What follows belongs to an exercise in optimizing a design on an open flow for small area; a production flow would make more cautious choices.
Only simulation tests tie the RTL to the original design; equivalence was not proved.
Power is estimated from default activity; no workload was simulated.

## run 1
==> flow/design.v (excerpt) <==
module test_lcd_ctrl(
    input wire clk, input wire rst, output wire redled, output wire dbg_l2, output wire dbg_l3, output wire dbg_l4,
    input wire pSetButton, input wire pAlarmButton, input wire pTimerToggle0, input wire pTimerToggle1,
    input wire pButton0, input wire pButton1, input wire pButton2,
    output wire RS, output wire E, output wire RW,
    output wire LCD_DB0,
    output wire LCD_DB1,
    output wire LCD_DB2,
    output wire LCD_DB3,
    output wire LCD_DB4,
    output wire LCD_DB5,
    output wire LCD_DB6,
    output wire LCD_DB7,
    output wire buzzer
);
For scale: ~1,300 cells after synthesis, about 25 I/O pins.
export LEC_CHECK = 0
export ABC_AREA = 1
export CAP_MARGIN = 10
export CORE_MARGIN = 2
export CORE_UTILIZATION = 75
export SLEW_MARGIN = 10
create_clock -name core_clock -period 10.0 [get_ports {clk}]
standard.sh (not shown) runs the stock make flow with config.mk's settings and CLKGATE_MAP_FILE= SYNTH_SCRIPT=/design/flow/synth_recipe.tcl, a recipe that flattens the netlist after the stock synthesis.
==> flow/flow/run.sh <==
#!/bin/bash
# Layout flow: the standard synthesis, then the combinational logic between
# the flip-flops re-mapped by ABC for area (flip-flops, their names and cells
# untouched; the result is proved equivalent before it is used), then the
# standard floorplan, placement, CTS (without dummy loads), routing and finish.
# Each tool's output goes to a log file of its own in this folder.
set -euo pipefail
W=$(pwd)
F=$W/flow
R=$W/orfs/results/${FLOW_PLATFORM}/test_lcd_ctrl/base
LIB=$FLOW_HOME/platforms/${FLOW_PLATFORM}/lib/sky130_fd_sc_hd__tt_025C_1v80.lib
YOSYS=$FLOW_HOME/../tools/install/yosys/bin/yosys
[[ -x $YOSYS ]] || YOSYS=$(command -v yosys)

bash standard.sh synth > $W/log_1_standard_synth.txt 2>&1

cp $R/1_2_yosys.v $W/synth_std.v
DU=""
for c in $(grep -oE "sky130_fd_sc_hd__(probe|lpflow)[a-z0-9_]*" $FLOW_HOME/platforms/${FLOW_PLATFORM}/config.mk | sort -u); do
  DU="$DU -dont_use $c"
done
echo "module sky130_fd_sc_hd__dfxtp_1(input CLK, input D, output Q); endmodule" > $W/ff_stub.v
cat > $W/resyn1.ys <<EOS
read_liberty -ignore_miss_func $LIB
read_verilog $W/synth_std.v
delete sky130_fd_sc_hd__dfxtp_1
read_verilog -lib $W/ff_stub.v
hierarchy -top $FLOW_TOP
flatten
opt -purge
abc -liberty $LIB $DU -script +strash;dc2;&get,-n;&deepsyn,-T,180;&put;dch,-f;&get,-n;&nf,-R,1000;&put;
opt_clean -purge
write_verilog -noattr -nohex -nodec $W/resyn_mid.v
EOS
cat > $W/resyn2.ys <<EOS
read_liberty -lib $LIB
read_verilog $W/resyn_mid.v
hierarchy -top $FLOW_TOP
splitnets
opt_clean -purge
hilomap -singleton -hicell sky130_fd_sc_hd__conb_1 HI -locell sky130_fd_sc_hd__conb_1 LO
insbuf -buf sky130_fd_sc_hd__buf_2 A X
check -assert -mapped
tee -o $W/resyn_stat.txt stat -liberty $LIB
write_verilog -noattr -nohex -nodec $W/synth_resyn.v
EOS
cat > $W/equiv.ys <<EOS
read_liberty -ignore_miss_func $LIB
read_verilog $W/std_cut.v
rename $FLOW_TOP gold
read_verilog $W/resyn_cut.v
rename $FLOW_TOP gate
hierarchy -check
flatten gold gate
opt_clean gold gate
miter -equiv -flatten -make_assert gold gate miter
hierarchy -top miter
sat -verify -prove-asserts miter
EOS
use=0
if $YOSYS -q $W/resyn1.ys > $W/log_2_resyn1.txt 2>&1 \
   && $YOSYS -q $W/resyn2.ys > $W/log_3_resyn2.txt 2>&1 \
   && python3 $F/cutff.py $W/synth_std.v $W/std_cut.v $W/ff_std.txt > $W/log_4_cut.txt 2>&1 \
   && python3 $F/cutff.py $W/synth_resyn.v $W/resyn_cut.v $W/ff_resyn.txt >> $W/log_4_cut.txt 2>&1 \
   && cmp -s $W/ff_std.txt $W/ff_resyn.txt \
   && [[ $(grep -c "sky130_fd_sc_hd__df" $W/synth_std.v) == $(grep -c "sky130_fd_sc_hd__df" $W/synth_resyn.v) ]] \
   && $YOSYS -q $W/equiv.ys > $W/log_5_equiv.txt 2>&1; then
  use=1
fi
echo "resynthesised netlist used: $use" | tee $W/log_6_choice.txt
if [[ $use == 1 ]]; then
  cp $W/synth_resyn.v $R/1_2_yosys.v
  rm -f $R/1_synth.odb $R/1_synth.sdc
fi

# CTS without dummy loads; the clustering settings are in cts_args.txt
export CTS_ARGS="$(cat $F/cts_args.txt)"
# every port still gets its own buffer, the smallest one
export BUFFER_PORTS_ARGS="-buffer_cell sky130_fd_sc_hd__buf_1"
bash standard.sh finish > $W/log_7_standard_finish.txt 2>&1
Other scripts of this flow, unchanged in this note and not shown: flow/flow/cts_args.txt, flow/flow/cutff.py
Input changes introduced in run 2 (baseline for comparison: run 1):
-- flow/design.v --
<<< run 1, line 151
    end
    wire norm = (cm == 2'd0) && (tm == 2'd0);
    wire use_tmr = |tm;
    wire [7:0] h24 = use_tmr ? {2'b00, th1, th2} : (cm == 2'd2) ? {2'b00, as_h1, as_h2} : hr;
    wire [7:0] mm = use_tmr ? {1'b0, tm1, tm2} : (cm == 2'd2) ? {1'b0, as_m1, as_m2} : {1'b0, mi1, mi2};
>>> run 2, line 151
    end
    wire norm = (cm == 2'd0) && (tm == 2'd0);
    wire use_tmr = (tm == 2'd1) || (tm == 2'd2);
    wire [7:0] h24 = use_tmr ? {2'b00, th1, th2} : (cm == 2'd2) ? {2'b00, as_h1, as_h2} : hr;
    wire [7:0] mm = use_tmr ? {1'b0, tm1, tm2} : (cm == 2'd2) ? {1'b0, as_m1, as_m2} : {1'b0, mi1, mi2};
<<< run 1, line 254
    reg rE, rRS;
    reg [7:0] rDB;
    wire intr = (wcnt == 5'd1);
    wire [4:0] lp = {ln, pos};
    reg [8:0] ient;
>>> run 2, line 254
    reg rE, rRS;
    reg [7:0] rDB;
    wire intr = (wcnt == 5'd0);
    wire [4:0] lp = {ln, pos};
    reg [8:0] ient;
<<< run 1, line 359
    always @(posedge clk) begin
        if (rst) begin
            wcnt <= 5'd25; ln <= 0; pos <= 0; cmdf <= 0; sub <= 0; ib <= 0;
            rE <= 0; rRS <= 0; rDB <= 0;
        end else begin
>>> run 2, line 359
    always @(posedge clk) begin
        if (rst) begin
            wcnt <= 5'd22; ln <= 0; pos <= 0; cmdf <= 0; sub <= 0; ib <= 0;
            rE <= 0; rRS <= 0; rDB <= 0;
        end else begin
<<< run 1, line 366
                if (!ib) begin
                    if (sub && lp == 5'd20) begin
                        ib <= 1; ln <= 0; pos <= 0; cmdf <= 1; wcnt <= 5'd19;
                    end else begin
                        if (sub) {ln, pos} <= lp + 1'b1;
                        wcnt <= 5'd25;
                    end
                end else begin
>>> run 2, line 366
                if (!ib) begin
                    if (sub && lp == 5'd20) begin
                        ib <= 1; ln <= 0; pos <= 0; cmdf <= 1; wcnt <= 5'd21;
                    end else begin
                        if (sub) {ln, pos} <= lp + 1'b1;
                        wcnt <= 5'd22;
                    end
                end else begin
<<< run 1, line 379
                        end
                    end
                    wcnt <= rRS ? 5'd23 : 5'd19;
                end
            end else wcnt <= {wcnt[3:0], wcnt[4] ^ wcnt[2]};
            if (sub) rE <= 0;
            else begin
>>> run 2, line 379
                        end
                    end
                    wcnt <= rRS ? 5'd9 : 5'd21;
                end
            end else wcnt <= wcnt - 1'b1;
            if (sub) rE <= 0;
            else begin
### Flow results
Run 2 ends up with lower total net switching power than run 1 does.
Looking at cell count along the critical path, run 2 sits 5 lower than run 1 does.
Between run 2 and run 1, endpoint required time on the critical path is higher for run 2, run 1 comes in under that.
Cmp run 2 and run 1 / share of cell area taken by multi-input logic gates / lower: run 1
Run 2 — hold-critical path depth 1 lower, run 1 as reference
Compared with run 1, run 2 shows a ratio of final minimum period to clock period that is 1.2 points lower.
Run 2 vs. run 1: total wirelength of the detailed-routed design increased by about 0.36% relative to the old numbers, highest clock rate went up 4.9 MHz, post-synthesis cell area saw an increase, power in combinational cells dropped 13%, non-clock buffer count fell about 11%.
The layout-stage area growth over the synthesis result in run 2 sits 0.31 points below the value recorded for run 1.
The lower worst slew slack as a fraction of its limit of run 2 and run 1 is in run 2.
In the reports for run 2 and run 1, the larger power belongs to run 1.

[static timing again, ports no longer ideal]
How much do the figures lean on ideal ports? The routed layouts below were timed once more, with nothing changed but the port constraints. Step 1: set_driving_cell puts a clkbuf_16 on clk and a buf_2 on each other input, an assumption about the parent block. Step 2 adds t to the input delays and takes it off the output delays; t is the mean of the earliest and latest rising clock arrival at the registers after step 1. Input paths then give back, and output paths get back, about the clock's delay inside the block. Slacks: ideal / step 1 / step 2; pairs: ideal / step 1.
| run | t (ns) | setup slack, ns | hold slack, ns | worst setup path after step 2 | clock arrival spread, ns |
|---|---|---|---|---|---|
| run 1 | 0.562 | 5.052 / 5.052 / 5.007 | 0.438 / 0.438 / 0.438 | input to register | 0.049 / 0.049 |
| run 2 | 0.556 | 5.168 / 5.168 / 4.813 | 0.446 / 0.446 / 0.446 | input to register | 0.048 / 0.049 |
After both steps every run listed still meets setup and hold. For run 2, which loses most, drivers alone change the setup slack by 0.000 ns; drivers and shift together by -0.355 ns.
